Background: an optimization exercise with open tools, aiming at small area. Do not read the settings as production practice. Only simulation tests tie the RTL to the original design; equivalence was not proved. No driver is modelled on the clock port, so clock power and skew are understated where the tree is cut down; a real chip needs a root buffer or a tree. Power figures rest on the tool's default switching activity, not on a simulated workload.

job 101:
==> flow/design.v <==
module pintest 
(
	input wire			CLK100_P,
	input wire			rst,  
	output wire[8:0]	D2IO_n,
	output wire[8:0]	D2IO_p,
	output wire[4:0]	D2I_n,
	output wire[4:0]	D2I_p,
	output wire[5:0]	D3IO_n,
	input wire			TestClock,
	output wire			D3IO_n7,  
	output wire[7:0]	D3IO_p,
	output wire[7:0]	D3I_n,
	output wire[7:0]	D3I_p,
	output wire[7:0]	D6IO_n,
	output wire[7:0]	D6IO_p,
	output wire[7:0]	D6I_n,
	output wire[7:0]	D6I_p,
	output wire[3:0]	LED,
	output wire[7:0]	S0,
	output wire[11:0]	S1,
	output wire[6:0]	S8,
	output wire[0:0]	S6
);
localparam GND = 7'd96;  
localparam [19:0] TMO_INV   = 20'h55555;
localparam [17:0] BLINK_INV = 18'h00000;
localparam [2:0]  SYNC_INV  = 3'b010;
reg [6:0]  pos_out;      
reg        inc;          
reg [2:0]  sync_q;
reg        last_testclk;
reg [19:0] tmo_q;        
reg [17:0] blink_q;      
reg        led1;
wire [2:0]  sync_testclk = sync_q ^ SYNC_INV;
wire [19:0] tmo   = tmo_q ^ TMO_INV;
wire [17:0] blink = blink_q ^ BLINK_INV;
wire por      = inc & ~last_testclk;
wire tmo_mid  = &tmo[18:1];
wire tmo_ones = tmo_mid & tmo[0];
wire timeout  = tmo_ones & tmo[19];
wire reset    = por | timeout;
wire clr      = rst | por;             
wire edge_tc  = sync_testclk[0] & ~last_testclk;
wire por_end  = tmo_mid & tmo[19] & ~tmo[0] & ~last_testclk;
wire [6:0] pos = (reset | por_end) ? 7'd0 : pos_out + {6'd0, inc};
reg [19:0] tmo_next;
always @*
begin
	if (rst)
		tmo_next = 20'hDB6FF;          
	else if (sync_testclk[0])
		tmo_next = 20'hFFFFE;          
	else
		tmo_next = {tmo[18:0], ~(tmo[19] ^ tmo[2]) | (tmo_ones & ~por)};
end
always @(posedge CLK100_P)
begin
	tmo_q <= tmo_next ^ TMO_INV;
	sync_q <= (clr ? 3'b0 : {TestClock, sync_testclk[2:1]}) ^ SYNC_INV;
	last_testclk <= ~rst & sync_testclk[0] & ~timeout;
	inc     <= rst | (por & ~tmo_ones) | (edge_tc & ~reset);
	pos_out <= clr ? GND : pos;
	blink_q <= {blink[16:0], clr | (~(blink[17] ^ blink[10]) ^ (&blink[16:0]))} ^ BLINK_INV;
	led1    <= ~clr & (led1 ^ (~blink[17] & (&blink[16:0])));
end
assign LED[0] = por;
assign LED[1] = led1;
assign LED[2] = ~reset;
assign LED[3] = pos[0];
wire [127:0] pins = 128'd1 << pos_out;
assign S0[5]    = pins[0];  
assign S1[3]    = pins[1];  
assign S8[6]    = pins[2];  
assign D6I_n[0]    = pins[3];  
assign S1[4]    = pins[4];  
assign S8[4]    = pins[5];  
assign S6[0]    = pins[6];  
assign D6I_p[3]    = pins[7];  
assign D6I_p[2]    = pins[8];  
assign D6I_p[5]    = pins[9];  
assign D6I_p[0]    = pins[10];  
assign D6I_n[3]    = pins[11];  
assign D6I_n[5]    = pins[12];  
assign D6I_n[2]    = pins[13];  
assign D6I_n[1]    = pins[14];  
assign D6I_p[1]    = pins[15];  
assign S8[3]    = pins[16];  
assign S1[5]    = pins[17];  
assign S1[9]    = pins[18];  
assign S1[0]    = pins[19];  
assign S1[11]    = pins[20];  
assign S8[5]    = pins[21];  
assign S8[1]    = pins[22];  
assign S0[7]    = pins[24];  
assign S0[2]    = pins[25];  
assign S0[0]    = pins[26];  
assign S1[7]    = pins[27];  
assign S0[1]    = pins[28];  
assign S0[4]    = pins[29];  
assign S0[6]    = pins[30];  
assign S0[3]    = pins[31];  
assign D6IO_n[6]    = pins[32];  
assign D6IO_p[7]    = pins[33];  
assign D6IO_n[7]    = pins[34];  
assign D6I_n[6]    = pins[35];  
assign D6I_p[6]    = pins[36];  
assign D6I_p[7]    = pins[37];  
assign D6I_p[4]    = pins[38];  
assign D6I_n[7]    = pins[39];  
assign S1[1]    = pins[40];  
assign S1[2]    = pins[41];  
assign D6I_n[4]    = pins[42];  
assign S1[8]    = pins[43];  
assign S8[0]    = pins[44];  
assign S1[6]    = pins[45];  
assign S1[10]    = pins[46];  
assign S8[2]    = pins[47];  
assign D6IO_n[3]    = pins[50];  
assign D6IO_p[3]    = pins[51];  
assign D6IO_p[0]    = pins[52];  
assign D6IO_n[0]    = pins[53];  
assign D6IO_p[1]    = pins[54];  
assign D6IO_n[1]    = pins[55];  
assign D6IO_p[4]    = pins[56];  
assign D6IO_n[5]    = pins[57];  
assign D6IO_p[5]    = pins[58];  
assign D6IO_n[4]    = pins[60];  
assign D6IO_p[2]    = pins[61];  
assign D6IO_n[2]    = pins[62];  
assign D6IO_p[6]    = pins[63];  
assign D3IO_n[0]    = pins[64];  
assign D3IO_p[0]    = pins[65];  
assign D3I_n[3]    = pins[66];  
assign D3I_p[3]    = pins[67];  
assign D3I_n[4]    = pins[68];  
assign D3I_p[4]    = pins[69];  
assign D2IO_p[7]    = pins[70];  
assign D2IO_n[7]    = pins[71];  
assign D2IO_n[6]    = pins[72];  
assign D2IO_p[6]    = pins[73];  
assign D2IO_n[4]    = pins[74];  
assign D2IO_p[4]    = pins[75];  
assign D2I_n[1]    = pins[76];  
assign D2I_p[1]    = pins[77];  
assign D2I_n[0]    = pins[78];  
assign D2I_p[0]    = pins[79];  
assign D3IO_p[6]    = pins[80];  
assign D3IO_n7    = pins[81];  
assign D3IO_n[2]    = pins[82];  
assign D3IO_p[2]    = pins[83];  
assign D2IO_n[8]    = pins[84];  
assign D2IO_p[8]    = pins[85];  
assign D2IO_n[1]    = pins[86];  
assign D2IO_n[2]    = pins[87];  
assign D2IO_p[2]    = pins[88];  
assign D2IO_n[0]    = pins[89];  
assign D2IO_p[1]    = pins[90];  
assign D3IO_n[4]    = pins[91];  
assign D2IO_p[0]    = pins[92];  
assign D3IO_p[4]    = pins[93];  
assign D3IO_p[5]    = pins[98];  
assign D3IO_n[5]    = pins[99];  
assign D2IO_p[3]    = pins[100];  
assign D2IO_n[3]    = pins[101];  
assign D2IO_p[5]    = pins[102];  
assign D3IO_p[1]    = pins[104];  
assign D2IO_n[5]    = pins[105];  
assign D3IO_n[1]    = pins[106];  
assign D3IO_p[3]    = pins[107];  
assign D3I_p[7]    = pins[108];  
assign D3IO_p[7]    = pins[109];  
assign D3IO_n[3]    = pins[110];  
assign D3I_n[7]    = pins[111];  
assign D2I_p[2]    = pins[112];  
assign D2I_p[3]    = pins[113];  
assign D3I_p[1]    = pins[114];  
assign D2I_p[4]    = pins[115];  
assign D2I_n[2]    = pins[116];  
assign D2I_n[3]    = pins[117];  
assign D3I_n[1]    = pins[118];  
assign D2I_n[4]    = pins[119];  
assign D3I_p[0]    = pins[120];  
assign D3I_p[2]    = pins[121];  
assign D3I_p[5]    = pins[122];  
assign D3I_p[6]    = pins[123];  
assign D3I_n[6]    = pins[124];  
assign D3I_n[5]    = pins[125];  
assign D3I_n[2]    = pins[126];  
assign D3I_n[0]    = pins[127];  
endmodule
Settings: LEC_CHECK=0, CAP_MARGIN=20, CORE_MARGIN=2, CORE_UTILIZATION=65, SLEW_MARGIN=20; clock period 10.0 ns.
standard.sh (not shown) runs the stock make flow with config.mk's settings and CLKGATE_MAP_FILE= SYNTH_SCRIPT=/design/flow/synth_recipe.tcl, a recipe that flattens the netlist after the stock synthesis.
==> flow/flow/run.sh <==
#!/bin/bash
set -euo pipefail
here=$(pwd)
cat > "$here/flow_synth.tcl" <<EOF
proc abc {args} {
  set i [lsearch -exact \$args -script]
  if { \$i >= 0 } { set args [lreplace \$args [expr {\$i + 1}] [expr {\$i + 1}] $here/flow/abc_area.script] }
  yosys abc {*}\$args
}
source $here/synth_recipe.tcl
EOF
sed "s|SYNTH_SCRIPT=[^ ]*|SYNTH_SCRIPT=$here/flow_synth.tcl|" standard.sh > flow_standard.sh
export BUFFER_PORTS_ARGS="-buffer_cell sky130_fd_sc_hd__buf_1"
export CTS_ARGS="-sink_clustering_enable -repair_clock_nets -dont_use_dummy_load -buf_list {sky130_fd_sc_hd__clkbuf_4} -root_buf sky130_fd_sc_hd__clkbuf_4"
export POST_CTS_TCL="$here/flow/post_cts.tcl"
export POST_CTS_SLEW=0.100
bash flow_standard.sh > flow.log 2>&1
==> flow/flow/abc_area.script <==
&get -n
&deepsyn -I 4 -J 50
&put
map -a
topo
==> flow/flow/post_cts.tcl <==
set block [ord::get_db_block]
set root [$block findInst clkbuf_0_CLK100_P]
set innet [[$root findITerm A] getNet]
set rootnet [[$root findITerm X] getNet]
set loads {}
foreach it [$rootnet getITerms] {
  if { [$it getInst] != $root } { lappend loads $it }
}
if { [llength $loads] <= 4 } {
  foreach it $loads { $it disconnect; $it connect $innet }
  [$root findITerm A] disconnect
  [$root findITerm X] disconnect
  odb::dbInst_destroy $root
  odb::dbNet_destroy $rootnet
  puts "post_cts: removed root clock buffer, port drives [llength $loads] buffers"
} else {
  puts "post_cts: root clock buffer kept, it drives [llength $loads] pins"
}

estimate_parasitics -placement
foreach it [$innet getITerms] {
  set inst [$it getInst]
  if { ![string match "sky130_fd_sc_hd__clkbuf_*" [[$inst getMaster] getName]] } { continue }
  set leafnet [[$inst findITerm X] getNet]
  set worst 0
  foreach sink [$leafnet getITerms] {
    if { [$sink getInst] == $inst } { continue }
    set pin [get_pins [[$sink getInst] getName]/[[$sink getMTerm] getName]]
    foreach rf {rise fall} {
      set s [get_property $pin slew_max_$rf]
      if { $s > $worst } { set worst $s }
    }
  }
  puts "post_cts: [$inst getName] [[$inst getMaster] getName] worst sink slew $worst"
  if { $worst > $::env(POST_CTS_SLEW) } {
    $inst swapMaster [[ord::get_db] findMaster sky130_fd_sc_hd__clkbuf_8]
    puts "post_cts: [$inst getName] upsized to clkbuf_8"
  }
}
Inputs modified between job 101 and job 102:
diff --git a/flow/design.v b/flow/design.v
--- a/flow/design.v
+++ b/flow/design.v
@@ -21,23 +21,23 @@
 	output wire[11:0]	S1,
 	output wire[6:0]	S8,
 	output wire[0:0]	S6
 );
-localparam GND = 7'd96;  
+localparam GND = 7'd23;  
 localparam [19:0] TMO_INV   = 20'h55555;
-localparam [17:0] BLINK_INV = 18'h00000;
+localparam [17:0] BLINK_INV = 18'h15555;
 localparam [2:0]  SYNC_INV  = 3'b010;
 reg [6:0]  pos_out;      
 reg        inc;          
 reg [2:0]  sync_q;
 reg        last_testclk;
+reg        por;          
 reg [19:0] tmo_q;        
 reg [17:0] blink_q;      
 reg        led1;
 wire [2:0]  sync_testclk = sync_q ^ SYNC_INV;
 wire [19:0] tmo   = tmo_q ^ TMO_INV;
 wire [17:0] blink = blink_q ^ BLINK_INV;
-wire por      = inc & ~last_testclk;
 wire tmo_mid  = &tmo[18:1];
 wire tmo_ones = tmo_mid & tmo[0];
 wire timeout  = tmo_ones & tmo[19];
 wire reset    = por | timeout;
@@ -56,15 +56,16 @@
 		tmo_next = {tmo[18:0], ~(tmo[19] ^ tmo[2]) | (tmo_ones & ~por)};
 end
 always @(posedge CLK100_P)
 begin
+	por <= rst | (por & ~tmo_ones);
 	tmo_q <= tmo_next ^ TMO_INV;
 	sync_q <= (clr ? 3'b0 : {TestClock, sync_testclk[2:1]}) ^ SYNC_INV;
-	last_testclk <= ~rst & sync_testclk[0] & ~timeout;
-	inc     <= rst | (por & ~tmo_ones) | (edge_tc & ~reset);
+	last_testclk <= sync_testclk[0] & ~timeout;
+	inc     <= edge_tc & ~reset;
 	pos_out <= clr ? GND : pos;
-	blink_q <= {blink[16:0], clr | (~(blink[17] ^ blink[10]) ^ (&blink[16:0]))} ^ BLINK_INV;
-	led1    <= ~clr & (led1 ^ (~blink[17] & (&blink[16:0])));
+	blink_q <= (clr ? 18'h3FFFE : {blink[16:0], ~(blink[17] ^ blink[10]) ^ (&blink[16:0])}) ^ BLINK_INV;
+	led1    <= ~clr & (led1 ^ (&blink));
 end
 assign LED[0] = por;
 assign LED[1] = led1;
 assign LED[2] = ~reset;
--- outcome ---
- Job 101 → job 102: total length of routed met3 wires shows a reduction of about 34%; switching share of total power shows a reduction of 1.1 points; switching power summed over all nets shows a reduction of 5.7%; initial core utilization shows an increase of 1.1 points.
- met3 routing resource usage after global routing, job 101 and job 102, lower one = job 102.
- Relative to job 101, the flip-flop and latch count of job 102 is higher by 1.
- Die area (lower): job 101
- Compare job 101 and job 102 | portion of the post-synthesis area used by sequential elements lower: job 102

## cedar
Starts from the design.v that is shown in full above.
export LEC_CHECK = 0
export CAP_MARGIN = 20
export CORE_MARGIN = 2
export CORE_UTILIZATION = 65
export SLEW_MARGIN = 20
create_clock -name core_clock -period 10.0 [get_ports {CLK100_P}]
==> flow/flow/run.sh <==
#!/bin/bash
set -euo pipefail
here=$(pwd)
cat > "$here/flow_synth.tcl" <<EOF
proc abc {args} {
  set i [lsearch -exact \$args -script]
  if { \$i >= 0 } { set args [lreplace \$args [expr {\$i + 1}] [expr {\$i + 1}] $here/flow/abc_area.script] }
  yosys abc {*}\$args
}
source $here/synth_recipe.tcl
EOF
sed "s|SYNTH_SCRIPT=[^ ]*|SYNTH_SCRIPT=$here/flow_synth.tcl|" standard.sh > flow_standard.sh
export BUFFER_PORTS_ARGS="-buffer_cell sky130_fd_sc_hd__buf_1"
export CTS_ARGS="-sink_clustering_enable -repair_clock_nets -dont_use_dummy_load -buf_list {sky130_fd_sc_hd__clkbuf_4} -root_buf sky130_fd_sc_hd__clkbuf_4"
export POST_CTS_TCL="$here/flow/post_cts.tcl"
export POST_CTS_SLEW=0.105
bash flow_standard.sh > flow.log 2>&1
Scripts as last shown in full above: flow/flow/abc_area.script
Other scripts of this flow, unchanged in this note and not shown: flow/flow/post_cts.tcl
Modified inputs, umber compared to cedar
--- a/flow/design.v
+++ b/flow/design.v
@@ -26,13 +26,17 @@
 localparam [19:0] TMO_INV   = 20'h55555;
 localparam [17:0] BLINK_INV = 18'h00000;
-localparam [2:0]  SYNC_INV  = 3'b010;
+localparam [2:0]  SYNC_INV  = 3'b111;
+localparam        INC_INV   = 1'b0;
+localparam        LAST_INV  = 1'b0;
 reg [6:0]  pos_out;      
-reg        inc;          
+reg        inc_q;        
 reg [2:0]  sync_q;
-reg        last_testclk;
+reg        last_q;
 reg [19:0] tmo_q;        
 reg [17:0] blink_q;      
 reg        led1;
 wire [2:0]  sync_testclk = sync_q ^ SYNC_INV;
+wire        inc          = inc_q ^ INC_INV;
+wire        last_testclk = last_q ^ LAST_INV;
 wire [19:0] tmo   = tmo_q ^ TMO_INV;
 wire [17:0] blink = blink_q ^ BLINK_INV;
@@ -51,5 +55,5 @@
 	if (rst)
 		tmo_next = 20'hDB6FF;          
-	else if (sync_testclk[0])
+	else if (sync_testclk[0] & ~por)
 		tmo_next = 20'hFFFFE;          
 	else
@@ -59,7 +63,7 @@
 begin
 	tmo_q <= tmo_next ^ TMO_INV;
-	sync_q <= (clr ? 3'b0 : {TestClock, sync_testclk[2:1]}) ^ SYNC_INV;
-	last_testclk <= ~rst & sync_testclk[0] & ~timeout;
-	inc     <= rst | (por & ~tmo_ones) | (edge_tc & ~reset);
+	sync_q <= {~clr & TestClock, sync_testclk[2:1]} ^ SYNC_INV;
+	last_q <= (~clr & sync_testclk[0] & ~timeout) ^ LAST_INV;
+	inc_q  <= (rst | (por & ~tmo_ones) | (edge_tc & ~reset)) ^ INC_INV;
 	pos_out <= clr ? GND : pos;
 	blink_q <= {blink[16:0], clr | (~(blink[17] ^ blink[10]) ^ (&blink[16:0]))} ^ BLINK_INV;
[summary]
umber vs cedar, post-route fraction of the period consumed by the critical path went up by 1.4 points.
Of the two values seen for launch point of the worst path, pos_out[2]$_SDFF_PP0_ was produced by cedar and tmo_q[15]$_SDFF_PP1_ by umber.
| adder and majority cell fraction of the synthesized area | cedar vs umber | ≈ equal |
Diff cedar -> umber: die height stayed essentially flat; global-route wire length before repair fell by 14%; synthesis-to-finish area growth flat.
Looking at total routed wirelength across umber and cedar, the one that comes out higher is cedar.
Smallest hold slack: umber and cedar compared, higher one is cedar
Re register-to-register slack: cedar was higher than umber.

## re-timing with driven ports
Ports are ideal in the flow. The routed layouts listed here were re-timed in OpenROAD. Step 1 assumes that a clkbuf_16 drives the clock port and a buf_2 every other input. Step 2 also shifts input and output timing later by t, the mid clock arrival at the registers, as if the neighbouring blocks saw the same clock. Three values: no drivers, after step 1, after step 2; two values: the first two.
run	t (ns)	setup WS [ns]	clock arrival spread, ns
job 101	0.194	6.176 / 6.125 / 6.319	0.009 / 0.009
job 102	0.191	6.165 / 6.112 / 6.084	0.004 / 0.004
cedar	0.182	6.218 / 6.164 / 6.346	0.029 / 0.030
umber	0.172	6.081 / 6.033 / 6.205	0.024 / 0.024
After both steps setup and hold are still met in every run listed. For job 102, which loses most, drivers alone change the setup slack by -0.053 ns; drivers and shift together by -0.081 ns.
